This design comes from an exercise in tuning for a short achievable clock period and few clock cycles on the open sky130 flow, not from production work. The RTL was checked by simulation tests, not by an equivalence proof against the original design. Power figures rest on the tool's default switching activity, not on a simulated workload.

File: design/flow/run.sh
#!/bin/bash
# synth_recipe.tcl (not shown) runs the flow's synth.tcl, then flattens the netlist and writes it again
# the make line also repeats each setting of config.mk as NAME=value (left out here)
make -C /OpenROAD-flow-scripts/flow DESIGN_CONFIG=/design/flow/config.mk WORK_HOME=/design/flow/orfs CLKGATE_MAP_FILE= SYNTH_SCRIPT=/design/flow/synth_recipe.tcl finish
File: design/flow/config.mk
export PLATFORM = sky130hd
export DESIGN_NAME = mips
export DESIGN_NICKNAME = mips
export VERILOG_FILES = /design/flow/design.v
export SDC_FILE = /design/flow/constraint.sdc
export NUM_CORES = 4
export LEC_CHECK = 0
export ABC_CLOCK_PERIOD_IN_PS = 3000
export CAP_MARGIN = 20
export CORE_MARGIN = 2
export CORE_UTILIZATION = 30
export PLACE_DENSITY = 0.45
export SETUP_SLACK_MARGIN = 5
export SLEW_MARGIN = 20
export TNS_END_PERCENT = 100
File: design/flow/constraint.sdc
create_clock -name core_clock -period 8.5 [get_ports {clk}]
set_input_delay 1.7000 -clock core_clock [delete_from_list [all_inputs] [get_ports {clk}]]
set_output_delay 1.7000 -clock core_clock [all_outputs]
set_load 0.01 [all_outputs]
File: design/flow/design.v
module controller(
input [31:0] w,
output wire c_addu,
output wire c_subu,
output wire c_slt,
output wire c_jr,
output wire c_ori,
output wire c_lui,
output wire c_addi,
output wire c_addiu,
output wire c_lw,
output wire c_lb,
output wire c_sw,
output wire c_sb,
output wire c_jal,
output wire c_mfc0,
output wire c_mtc0,
output wire c_eret,
output wire [4:0] c_dst,    
output wire c_wr,           
output wire c_bsame,        
output wire c_bq,           
output wire c_urs,          
output wire c_urt,          
output wire c_useimm,       
output wire [31:0] c_rsoh,  
output wire [31:0] c_rtoh   
);
wire [5:0] op = w[31:26];
wire [5:0] fn = w[5:0];
wire [4:0] rs = w[25:21];
wire [4:0] rt = w[20:16];
wire [4:0] rd = w[15:11];
wire rtype = (op == 6'b000000);
assign c_addu = rtype & (fn == 6'b100001);
assign c_subu = rtype & (fn == 6'b100011);
assign c_slt  = rtype & (fn == 6'b101010);
assign c_jr   = rtype & (fn == 6'b001000);
assign c_ori  = (op == 6'b001101);
assign c_lui  = (op == 6'b001111);
assign c_addi = (op == 6'b001000);
assign c_addiu= (op == 6'b001001);
assign c_lw   = (op == 6'b100011);
assign c_lb   = (op == 6'b100000);
assign c_sw   = (op == 6'b101011);
assign c_sb   = (op == 6'b101000);
assign c_jal  = (op == 6'b000011);
wire beq      = (op == 6'b000100);
wire cop      = (op == 6'b010000);
assign c_mfc0 = cop & (rs == 5'd0);
assign c_mtc0 = cop & (rs == 5'd4);
assign c_eret = cop & (fn == 6'b011000);
wire rdst = c_addu | c_subu | c_slt | c_mfc0;
assign c_dst = rdst ? rd : c_jal ? 5'd31 : rt;
assign c_wr = (rdst | c_jal | c_ori | c_lui | c_addi | c_addiu | c_lw | c_lb) & (c_dst != 5'd0);
wire same = (rs == rt);
wire off = (w[15:0] != 16'd0);
assign c_bsame = beq & same & off;
assign c_bq = beq & ~same & off;
assign c_urs = c_addu | c_subu | c_slt | c_jr | c_ori | c_lui | c_addi | c_addiu |
               c_lw | c_lb | c_sw | c_sb | c_bq;
assign c_urt = c_addu | c_subu | c_slt | c_sw | c_sb | c_bq | c_mtc0;
assign c_useimm = c_ori | c_lui | c_addi | c_addiu | c_lw | c_lb | c_sw | c_sb;
assign c_rsoh = 32'd1 << rs;
assign c_rtoh = 32'd1 << rt;
endmodule
module gpr(
input clk,
input rst,
input [31:0] sa,
input [31:0] sb,
output reg [31:0] da,
output reg [31:0] db,
input we,
input [4:0] wa,
input [31:0] wd,
input set30
);
reg [31:0] r [1:31];
integer i;
always @(posedge clk) begin
if (rst) begin
	for (i = 1; i < 32; i = i + 1) r[i] <= 32'd0;
end
else begin
	for (i = 1; i < 32; i = i + 1) begin
		if (set30 && i == 30) r[i] <= 32'd1;
		else if (we && wa == i) r[i] <= wd;
	end
end
end
always @(*) begin
	da = 32'd0;
	db = 32'd0;
	for (i = 1; i < 32; i = i + 1) begin
		da = da | (r[i] & {32{sa[i]}});
		db = db | (r[i] & {32{sb[i]}});
	end
end
endmodule
module alu(
input [31:0] a0,
input [31:0] a1,
input [31:0] b0,
input fa,          
input fb,          
input sub,
input [3:0] e,     
input [3:0] t,     
input eo,          
input is_addi,
input [31:0] other,
output wire [31:0] res,
output wire ovf
);
wire [31:0] b1 = a1 ^ {32{sub}};
wire [31:0] s00, s10, s01;
add #(32, 5) ad00(.a(a0), .b(b0), .cin(sub), .s(s00));
add #(32, 5) ad10(.a(a1), .b(b0), .cin(sub), .s(s10));
add #(32, 5) ad01(.a(a0), .b(b1), .cin(sub), .s(s01));
wire [31:0] s11 = sub ? 32'd0 : {a1[30:0], 1'b0};
wire lt = (s00[31] & t[0]) | (s01[31] & t[1]) | (s10[31] & t[2]) | (s11[31] & t[3]);
assign res = (s00 & {32{e[0]}}) | (s01 & {32{e[1]}}) | (s10 & {32{e[2]}}) | (s11 & {32{e[3]}}) |
             (other & {32{eo}}) | {31'd0, lt};
wire a31 = fa ? a1[31] : a0[31];
wire s31 = fa ? s10[31] : s00[31];
assign ovf = is_addi & (a31 == b0[31]) & (s31 != a31);
endmodule
module add #(parameter W = 32, parameter L = 5) (
input [W-1:0] a,
input [W-1:0] b,
input cin,
output wire [W-1:0] s
);
wire [W-1:0] g [0:L];
wire [W-1:0] p [0:L];
genvar i, k;
generate
for (i = 0; i < W; i = i + 1) begin : l0
	if (i == 0) begin
		assign g[0][i] = (a[0] & b[0]) | ((a[0] ^ b[0]) & cin);
		assign p[0][i] = 1'b0;
	end else begin
		assign g[0][i] = a[i] & b[i];
		assign p[0][i] = a[i] ^ b[i];
	end
end
for (k = 0; k < L; k = k + 1) begin : lk
	for (i = 0; i < W; i = i + 1) begin : b
		if (i < (1 << k)) begin
			assign g[k+1][i] = g[k][i];
			assign p[k+1][i] = p[k][i];
		end else begin
			assign g[k+1][i] = g[k][i] | (p[k][i] & g[k][i - (1 << k)]);
			assign p[k+1][i] = p[k][i] & p[k][i - (1 << k)];
		end
	end
end
endgenerate
assign s = (a ^ b) ^ {g[L][W-2:0], cin};
endmodule
module cp0(
input clk,
input rst,
input [4:0] sel,
input wen,         
input eret,        
input [31:0] din,  
input [31:0] pc4,  
output wire [31:0] dout
);
reg [5:0] im;
reg exl, ie;
reg [31:0] epc;
reg [31:0] prid;
wire exl_rd = exl & ~eret;
assign dout = (sel == 5'd12) ? {16'b0, im, 8'b0, exl_rd, ie} :
              (sel == 5'd13) ? 32'd0 :
              (sel == 5'd14) ? epc :
              (sel == 5'd15) ? prid : 32'h11111111;
always @(posedge clk or posedge rst) begin
if (rst) begin
	im <= 6'b0;
	exl <= 1'b0;
	ie <= 1'b0;
	epc <= 32'd0;
	prid <= 32'd0;
end
else begin
	if (wen && sel == 5'd12) begin im <= din[15:10]; ie <= din[0]; end
	if (wen && sel == 5'd14) epc <= pc4;
	if (wen && sel == 5'd15) prid <= din;
	if (eret) exl <= 1'b0;
	else if (wen && sel == 5'd12) exl <= din[1];
end
end
endmodule
module mips(
input clk,
input rst,
output wire [12:0]imem_addr,
input [31:0]imem_rdata,
output wire [9:0]dmem_addr,
output wire [31:0]dmem_wdata,
output wire dmem_we,
input [31:0]dmem_rdata
);
reg [31:0] pc;
wire [31:0] pc4 = pc + 32'd4;
wire [31:0] pc8 = pc + 32'd8;
assign imem_addr = pc[12:0];
wire [31:0] fi = imem_rdata;
wire f_j = (fi[31:27] == 5'b00001);                     
wire f_eskip = (fi[31:26] == 6'b010000) && (fi[5:0] == 6'b011000) &&
               (fi[25:21] != 5'd0) && (fi[25:21] != 5'd4);
wire [31:0] f_jt = {pc8[31:28], fi[25:0], 2'b00};
wire f_bs = (fi[31:26] == 6'b000100) && (fi[25:21] == fi[20:16]) &&
            (fi[15:6] == 10'd0) && (fi[5:0] != 6'd0);
wire [23:0] pc4_hi1 = pc4[31:8] + 24'd1;
wire [8:0] f_blo = {1'b0, pc4[7:0]} + {1'b0, fi[5:0], 2'b00};
wire [31:0] f_bt = {f_blo[8] ? pc4_hi1 : pc4[31:8], f_blo[7:0]};
wire f_jr = (fi[31:26] == 6'b000000) && (fi[5:0] == 6'b001000);
wire f_jrf;
wire c_addu, c_subu, c_slt, c_jr, c_ori, c_lui, c_addi, c_addiu, c_lw, c_lb, c_sw, c_sb;
wire c_jal, c_mfc0, c_mtc0, c_eret, c_wr, c_bsame, c_bq, c_urs, c_urt, c_useimm;
wire [4:0] c_dst;
wire [31:0] c_rsoh, c_rtoh;
controller dec(.w(fi), .c_addu(c_addu), .c_subu(c_subu), .c_slt(c_slt), .c_jr(c_jr),
    .c_ori(c_ori), .c_lui(c_lui), .c_addi(c_addi), .c_addiu(c_addiu), .c_lw(c_lw),
    .c_lb(c_lb), .c_sw(c_sw), .c_sb(c_sb), .c_jal(c_jal), .c_mfc0(c_mfc0), .c_mtc0(c_mtc0),
    .c_eret(c_eret), .c_dst(c_dst), .c_wr(c_wr), .c_bsame(c_bsame), .c_bq(c_bq),
    .c_urs(c_urs), .c_urt(c_urt), .c_useimm(c_useimm), .c_rsoh(c_rsoh), .c_rtoh(c_rtoh));
reg id_v;
reg id_done;     
reg [31:0] id_ir;
reg [31:0] id_pc4;
reg id_addu, id_subu, id_slt, id_jr, id_ori, id_lui, id_addi, id_addiu, id_lw, id_lb, id_sw, id_sb;
reg id_jal, id_mfc0, id_mtc0, id_eret, id_wr, id_bsame, id_bq, id_urs, id_urt, id_useimm;
reg [4:0] id_dst;
reg [31:0] id_rsoh, id_rtoh;
reg ex_v;
reg [31:0] ex_a, ex_b, ex_sd, ex_pc4, ex_bt;
reg [4:0] ex_dst, ex_sel;
reg ex_wr, ex_ld, ex_lb, ex_sw, ex_sb, ex_bq, ex_jr;
reg [1:0] ex_lo;
reg ex_sub, ex_or, ex_addi, ex_jal, ex_mfc0, ex_mtc0, ex_eret;
reg ex_fa, ex_fbb, ex_fs;
reg [3:0] ex_e, ex_t;
reg ex_eo;
reg mem_wr, mem_ovf, mem_ld, mem_lb;
reg [4:0] mem_rd;
reg [31:0] mem_res;
reg [9:0] m_addr;
reg [31:0] m_wdata;
reg m_we;
wire [4:0] rs = id_ir[25:21];
wire [4:0] rt = id_ir[20:16];
wire [4:0] rd = id_ir[15:11];
wire [15:0] imm = id_ir[15:0];
wire [31:0] immv = id_ori ? {16'd0, imm} : id_lui ? {imm, 16'd0} : {{16{imm[15]}}, imm};
wire [31:0] d_bt;
add #(32, 5) adbt(.a(id_pc4), .b({{14{imm[15]}}, imm, 2'b00}), .cin(1'b0), .s(d_bt));
wire [31:0] rf_a, rf_b;
wire [31:0] ldv = mem_lb ? {{24{dmem_rdata[7]}}, dmem_rdata[7:0]} : dmem_rdata;
wire [31:0] wb_d = mem_ld ? ldv : mem_ovf ? 32'd0 : mem_res;
gpr g(.clk(clk), .rst(rst), .sa(id_rsoh), .sb(id_rtoh), .da(rf_a), .db(rf_b),
      .we(mem_wr), .wa(mem_rd), .wd(wb_d), .set30(mem_ovf));
wire ba = mem_wr & (mem_rd == rs);
wire bb = mem_wr & (mem_rd == rt);
wire [31:0] id_a = (mem_ovf & (rs == 5'd30)) ? 32'd1 : ba ? wb_d : rf_a;
wire [31:0] id_b = (mem_ovf & (rt == 5'd30)) ? 32'd1 : bb ? wb_d : rf_b;
wire ex_addi_wr = ex_v & ex_addi & ex_wr;    
wire ex_wrs = ex_v & ex_wr & (ex_dst == rs) | ex_addi_wr & (rs == 5'd30);
wire ex_wrt = ex_v & ex_wr & (ex_dst == rt) | ex_addi_wr & (rt == 5'd30);
wire ex_mem = ex_v & (ex_ld | ex_sw | ex_sb);
wire [31:0] ex_or_out;
wire d_jr = id_jr & ~id_done & ex_wrs & ex_or;
wire d_bsame = id_bsame & ~id_done;
wire lu_stall = ex_v & (ex_ld | ex_addi) & ((id_urs & ex_wrs) | (id_urt & ex_wrt));
wire sb_stall = id_sb & (ex_wrs | ex_mem);
wire [9:0] id_maddr;
add #(10, 4) adma(.a(id_a[9:0]), .b(imm[9:0]), .cin(1'b0), .s(id_maddr));
wire [31:0] A  = ex_fa ? mem_res : ex_a;
wire [31:0] Br = ex_fs ? mem_res : ex_sd;                         
wire [31:0] cp0_out;
wire [31:0] ex_res;
wire ex_ovf;
assign ex_or_out = A | ex_b;
wire [31:0] other = ex_or ? ex_or_out : ex_jal ? ex_pc4 : cp0_out;
alu alu1(.a0(ex_a), .a1(mem_res), .b0(ex_b), .fa(ex_fa), .fb(ex_fbb), .sub(ex_sub),
         .e(ex_e), .t(ex_t), .eo(ex_eo), .is_addi(ex_addi), .other(other),
         .res(ex_res), .ovf(ex_ovf));
cp0 c0(.clk(clk), .rst(rst), .sel(ex_sel), .wen(ex_v & ex_mtc0), .eret(ex_v & ex_eret),
       .din(Br), .pc4(ex_pc4), .dout(cp0_out));
wire ex_redir = ex_v & (ex_bq & (A == Br) | ex_jr);
wire [31:0] ex_t_pc = ex_jr ? A : ex_bt;
wire [9:0] maddr;                           
add #(10, 4) adme(.a(A[9:0]), .b(ex_b[9:0]), .cin(1'b0), .s(maddr));
wire stall_id = id_v & (lu_stall | sb_stall);
wire id_redir = id_v & ~stall_id & (d_jr | d_bsame);
wire [31:0] id_t = d_jr ? ex_or_out : d_bt;
assign f_jrf = f_jr & id_v & id_ori & (rs == 5'd0) & id_wr & (id_dst == fi[25:21]);
wire n_fa = ex_v & ex_wr & (ex_dst == rs);
wire n_fb = ex_v & ex_wr & (ex_dst == rt) & ~id_useimm;
wire n_oth = id_ori | id_jal | id_mfc0;
wire [3:0] n_sel = {n_fa & n_fb, n_fa & ~n_fb, ~n_fa & n_fb, ~n_fa & ~n_fb};
always @(posedge clk or posedge rst) begin
if (rst) begin
	pc <= 32'h00003000;
	id_v <= 1'b0;
	id_done <= 1'b0;
	ex_v <= 1'b0;
	mem_wr <= 1'b0;
	mem_ovf <= 1'b0;
	mem_ld <= 1'b0;
	m_we <= 1'b0;
end
else begin
	if (ex_redir) pc <= ex_t_pc;
	else if (stall_id) pc <= pc;
	else if (id_redir) pc <= id_t;
	else if (f_j) pc <= f_jt;
	else if (f_eskip) pc <= pc8;
	else if (f_bs) pc <= f_bt;
	else if (f_jrf) pc <= {16'd0, imm};
	else pc <= pc4;
	if (ex_redir | id_redir) id_v <= 1'b0;
	else if (!stall_id) begin
		id_v <= 1'b1;
		id_done <= f_bs | f_jrf;
	end
	ex_v <= id_v & ~stall_id & ~ex_redir;
	mem_wr <= ex_v & ex_wr;
	mem_ovf <= ex_v & ex_ovf & ex_wr;
	mem_ld <= ex_v & ex_ld;
	m_we <= ex_v & (ex_sw | ex_sb);
end
end
always @(posedge clk) begin
	if (!stall_id) begin
		id_ir <= fi;
		id_pc4 <= pc4;
		id_addu <= c_addu;
		id_subu <= c_subu;
		id_slt <= c_slt;
		id_jr <= c_jr;
		id_ori <= c_ori;
		id_lui <= c_lui;
		id_addi <= c_addi;
		id_addiu <= c_addiu;
		id_lw <= c_lw;
		id_lb <= c_lb;
		id_sw <= c_sw;
		id_sb <= c_sb;
		id_jal <= c_jal;
		id_mfc0 <= c_mfc0;
		id_mtc0 <= c_mtc0;
		id_eret <= c_eret;
		id_wr <= c_wr;
		id_bsame <= c_bsame;
		id_bq <= c_bq;
		id_urs <= c_urs;
		id_urt <= c_urt;
		id_useimm <= c_useimm;
		id_dst <= c_dst;
		id_rsoh <= c_rsoh;
		id_rtoh <= c_rtoh;
	end
	ex_a <= id_a;
	ex_b <= id_useimm ? immv : (id_subu | id_slt) ? ~id_b : id_b;
	ex_sd <= id_b;
	ex_pc4 <= id_pc4;
	ex_bt <= d_bt;
	ex_dst <= id_dst;
	ex_sel <= rd;
	ex_wr <= id_wr;
	ex_ld <= id_lw | id_lb;
	ex_lb <= id_lb;
	ex_sw <= id_sw;
	ex_sb <= id_sb;
	ex_bq <= id_bq;
	ex_jr <= id_jr & ~id_done & ~d_jr;
	ex_sub <= id_subu | id_slt;
	ex_or <= id_ori;
	ex_addi <= id_addi;
	ex_jal <= id_jal;
	ex_mfc0 <= id_mfc0;
	ex_mtc0 <= id_mtc0;
	ex_eret <= id_eret;
	ex_fa <= n_fa;
	ex_fbb <= n_fb;
	ex_fs <= ex_v & ex_wr & (ex_dst == rt);
	ex_e <= n_sel & {4{~n_oth & ~id_slt}};
	ex_t <= n_sel & {4{id_slt}};
	ex_eo <= n_oth;
	ex_lo <= id_maddr[1:0];
	mem_rd <= ex_dst;
	mem_res <= ex_res;
	mem_lb <= ex_lb;
	if (id_v & id_sb & ~stall_id) m_addr <= {id_maddr[9:2], 2'b00};
	else m_addr <= ex_sb ? {maddr[9:2], 2'b00} : maddr;
	if (ex_sb) begin
		case (ex_lo)
		2'b00: m_wdata <= {dmem_rdata[31:8], Br[7:0]};
		2'b01: m_wdata <= {dmem_rdata[31:16], Br[7:0], dmem_rdata[7:0]};
		2'b10: m_wdata <= {dmem_rdata[31:24], Br[7:0], dmem_rdata[15:0]};
		default: m_wdata <= {Br[7:0], dmem_rdata[23:0]};
		endcase
	end
	else m_wdata <= Br;
end
assign dmem_addr = m_addr;
assign dmem_wdata = m_wdata;
assign dmem_we = m_we;
endmodule
==> results.sh <==
export IMPL_met2_usage=0.509
export IMPL_timing_final_crit_share=0.444
export IMPL_arrival_ps=4520
export IMPL_timing_final_max_slew_violations=0
export IMPL_fmax_ghz=0.265
export IMPL_portBuffers=121
export IMPL_synth_top_cell_area_share=0.333
export IMPL_grt_usage=0.340
export IMPL_crit_chain="clkdlybuf4s50_1 -> inv_1 -> o21ai_0 -> a21oi_2 -> buf_4 -> nor2b_1 -> a211oi_1 -> xor2_1 -> xnor2_1 -> mux2i_1"
export IMPL_grt_pass1_vias=72400
export IMPL_synth_cell_types=94
export IMPL_hold_path_class="reg2reg"
export IMPL_place_area_um2=81700
export IMPL_dp_cells=11500
export IMPL_syn_nets=8852
export IMPL_met3_usage=0.101
export IMPL_cts_tree="done"
export IMPL_p_per_area_nw_per_um2=213
export IMPL_antenna_found_initial=43
export IMPL_status="timing/DRC/antenna clean"
export IMPL_via_per_inst=6.47
export IMPL_synth_seq_area_share=0.426
export IMPL_die_x_um=508
export IMPL_fin_nets=8859
export IMPL_p_leak_nw=31.8
export IMPL_drv_cap=0
export IMPL_setup_viol=0
export IMPL_cp_required_ps=9250
export IMPL_initial_core_util=0.302
export IMPL_synthMostInstantiatedCell="nor2_1"
export IMPL_htree_levels=4
export IMPL_yosys_top_cells_area="dfxtp_1 33%, a211oi_1 11%, nor2_1 6.6%"
export IMPL_synth_common_cells="1,337 x nor2_1, 1,266 x dfxtp_1, 1,100 x a211oi_1, 728 x clkbuf_1, 499 x a22oi_1"
export IMPL_wl_per_cell_um=37.8
export IMPL_syn_to_final_growth_pct=20.6
export IMPL_max_stage_delay_ps=740
export IMPL_cp_slowest_cell="clkdlybuf4s50_1"
export IMPL_design_area_um2=91900
export IMPL_numClockSinks=1522
export IMPL_worstSkewPairLatency_ps=880
export IMPL_synthFlopType="dfxtp_1"
export IMPL_firstDrtPassIters=13
export IMPL_gp_congestion=0.998
export IMPL_synth_edff_count=145
export IMPL_drive_above_1_share=0.155
export IMPL_ys_ff_latch=1522
export IMPL_grt_pass1_wl_mm=617
export IMPL_ys_warn_count=6
export IMPL_drtAntennaViolNets=0
export IMPL_startpoint_type="input port"
export IMPL_synthArstFlopShare=0.0729
export IMPL_synth_avg_cell_area_um2=8.87
export IMPL_io_pins=122
export IMPL_die_area_um2=258000
export IMPL_cts_made_buffers=176
export IMPL_grt_max_degree=182
export IMPL_grt_busiest_layer="met2"
export IMPL_path_class="in2reg"
export IMPL_reg2reg_slack_ps=4780
export IMPL_ir_drop_uv=221
export IMPL_coreArea_um2=252000
export IMPL_routed_wl_mm=458
export IMPL_tns_ps=0
export IMPL_grt_use_met1=0.422
export IMPL_netlist_area_um2=76200
export IMPL_synthCells=8589
export IMPL_slew_headroom=0.157
export IMPL_hold_path_depth=0
export IMPL_yosys_area_top_type="dfxtp_1"
export IMPL_num_vias=78500
export IMPL_fin_cells=12100
export IMPL_cts_buffer_depth=3
export IMPL_overflow=0
export IMPL_finalClockSkew_ps=60.4
export IMPL_r2r_cells=19
export IMPL_cts_root_buf="clkbuf_16"
export IMPL_drt_iter0_drc=12000
export IMPL_rsz0062_at_grt="yes"
export IMPL_cp_max_fo=33
export IMPL_critPathCaptureType="flip-flop"
export IMPL_rows=184
export IMPL_worst_pin_slew_ps=1260
export IMPL_post_route_min_period_ps=3780
export IMPL_path_clk_slew_ps=60
export IMPL_drc=0
export IMPL_hold_viol_final=0
export IMPL_die_h_um=508
export IMPL_post_dp_hpwl_mm=286
[cells by family after synthesis]
kind of cell    after synthesis  synth area share
compound gates             3064             0.297
simple gates               2405             0.143
flops                      1522             0.426
buf+inv                     984            0.0498
xor+xnor                    276            0.0318
fa+ha+maj                   197            0.0332
mux                         141            0.0194
[through the flow]
step	worst slack (ps)	hold slack (ps)	total power [W]	utilization
final	4720	330	0.0195	0.365
after global placement	3040	320	0.0111	0.324
after detailed placement	3230	318	0.0111	0.324
after floorplan	4250	310	0.00987	-
after global routing	4650	339	0.0200	0.364
after CTS	4750	333	0.0192	0.358
[cells in the final DEF, fill, tap and decap left out, drive strengths merged, types with 50 or more instances in the layout]
master	instances
nand4	146
o22ai	50
nand2	295
xnor2	182
nand3	168
a21o	61
a22oi	499
mux2i	86
a211oi	1100
ha	188
a22o	241
inv	178
dfxtp	1266
xor2	94
clkbuf	276
nor3	91
nor2	1337
edfxtp	145
dfrtp	109
clkdlybuf4s50	64
nor4	57
o21ai	243
a221oi	249
buf	514
nor2b	85
a222oi	87
a21oi	292
mux2	55
[worst max-delay path, delay by kind of cell]
kind	cells	cell delay (ps)
simple gates	1	180
mux	1	80
buf+inv	3	1110
compound gates	3	850
xor+xnor	2	570
[per-layer routing]
metal  up-vias  share of wire
met5         -         0.0011
met4        26          0.083
met3      1748           0.12
met2      5846           0.42
met1     38200           0.38
li1      32600              -
[registers in the layout (all words and copies together), names as in the netlist, 2 cells and up]
name / flops
c0.im: 6
ex_lo: 2
ex_bt: 32
m_wdata: 32
id_ir: 26
id_rsoh: 31
mem_res: 32
ex_sd: 32
ex_dst: 5
id_rtoh: 31
mem_rd: 5
ex_b: 32
ex_pc4: 30
c0.prid: 32
ex_a: 32
c0.epc: 32
id_dst: 5
pc: 32
ex_t: 4
m_addr: 10
id_pc4: 32
ex_e: 4
g.r: 992
ex_sel: 5
[power by group]
part	internal, W	switching [W]	leakage [nW]
Sequential	0.00765	0.000543	13.4
Combinational	0.00126	0.00216	15.6
Clock	0.00448	0.00344	2.88
[final timing paths]
path	start	endpoint
max	dmem_rdata[9]	m_addr[9]$_DFF_P_
min	ex_lb$_DFF_P_	mem_lb$_DFF_P_
max reg2reg	id_rsoh[1]$_SDFFCE_PP0N_	m_addr[8]$_DFF_P_
min reg2reg	ex_lb$_DFF_P_	mem_lb$_DFF_P_
max in group asynchronous	rst	c0.im[4]$_DFFE_PP0P_
min in group asynchronous	rst	c0.epc[18]$_DFFE_PP0P_
[area by class of cell]
type | count | area, µm²
clock buffer | 262 | 5140
clock inverter | 63 | 737
tap | 3348 | 4190
fill | 25600 | 160000
antenna | 29 | 72.6
sequential | 1522 | 32600
multi-input combinational | 6093 | 42700
inverter | 175 | 688
timing repair inverter | 2 | 12.5
timing repair buffer | 626 | 5770
[what timing repair did]
item                       CTS  global route
setup buffers              141            81
hold buffers                 0             0
pin swaps                  101           104
gates cloned                16             3
resized for setup          426           214
setup endpoints to repair  450           303
Testbench counts, summed over its fixed seeds: cycles 27,713.

static timing again, ports no longer ideal:
The flow's constraints put no driver on any port. The routed layout listed below was extracted and timed again, unchanged, in two steps.
Step 1: set_driving_cell puts a clkbuf_16 on clk and a buf_2 on each other input, an assumption about the parent block.
Step 2 also shifts input and output timing later by t, the mid clock arrival at the registers, as if the neighbouring blocks saw the same clock.
a / b / c = ideal / step 1 / step 2; a / b = the first two.
shift t [ns]: 0.945
setup WS [ns]: 4.723 / 4.675 / 3.730
hold WS [ns]: 0.330 / 0.330 / 0.330
worst register clock-pin slew, ns: 0.07 / 0.07
cell pins on the clock port's net: 1
After both steps setup and hold are still met in this run. For this run, drivers alone change the setup slack by -0.048 ns; drivers and shift together by -0.993 ns.
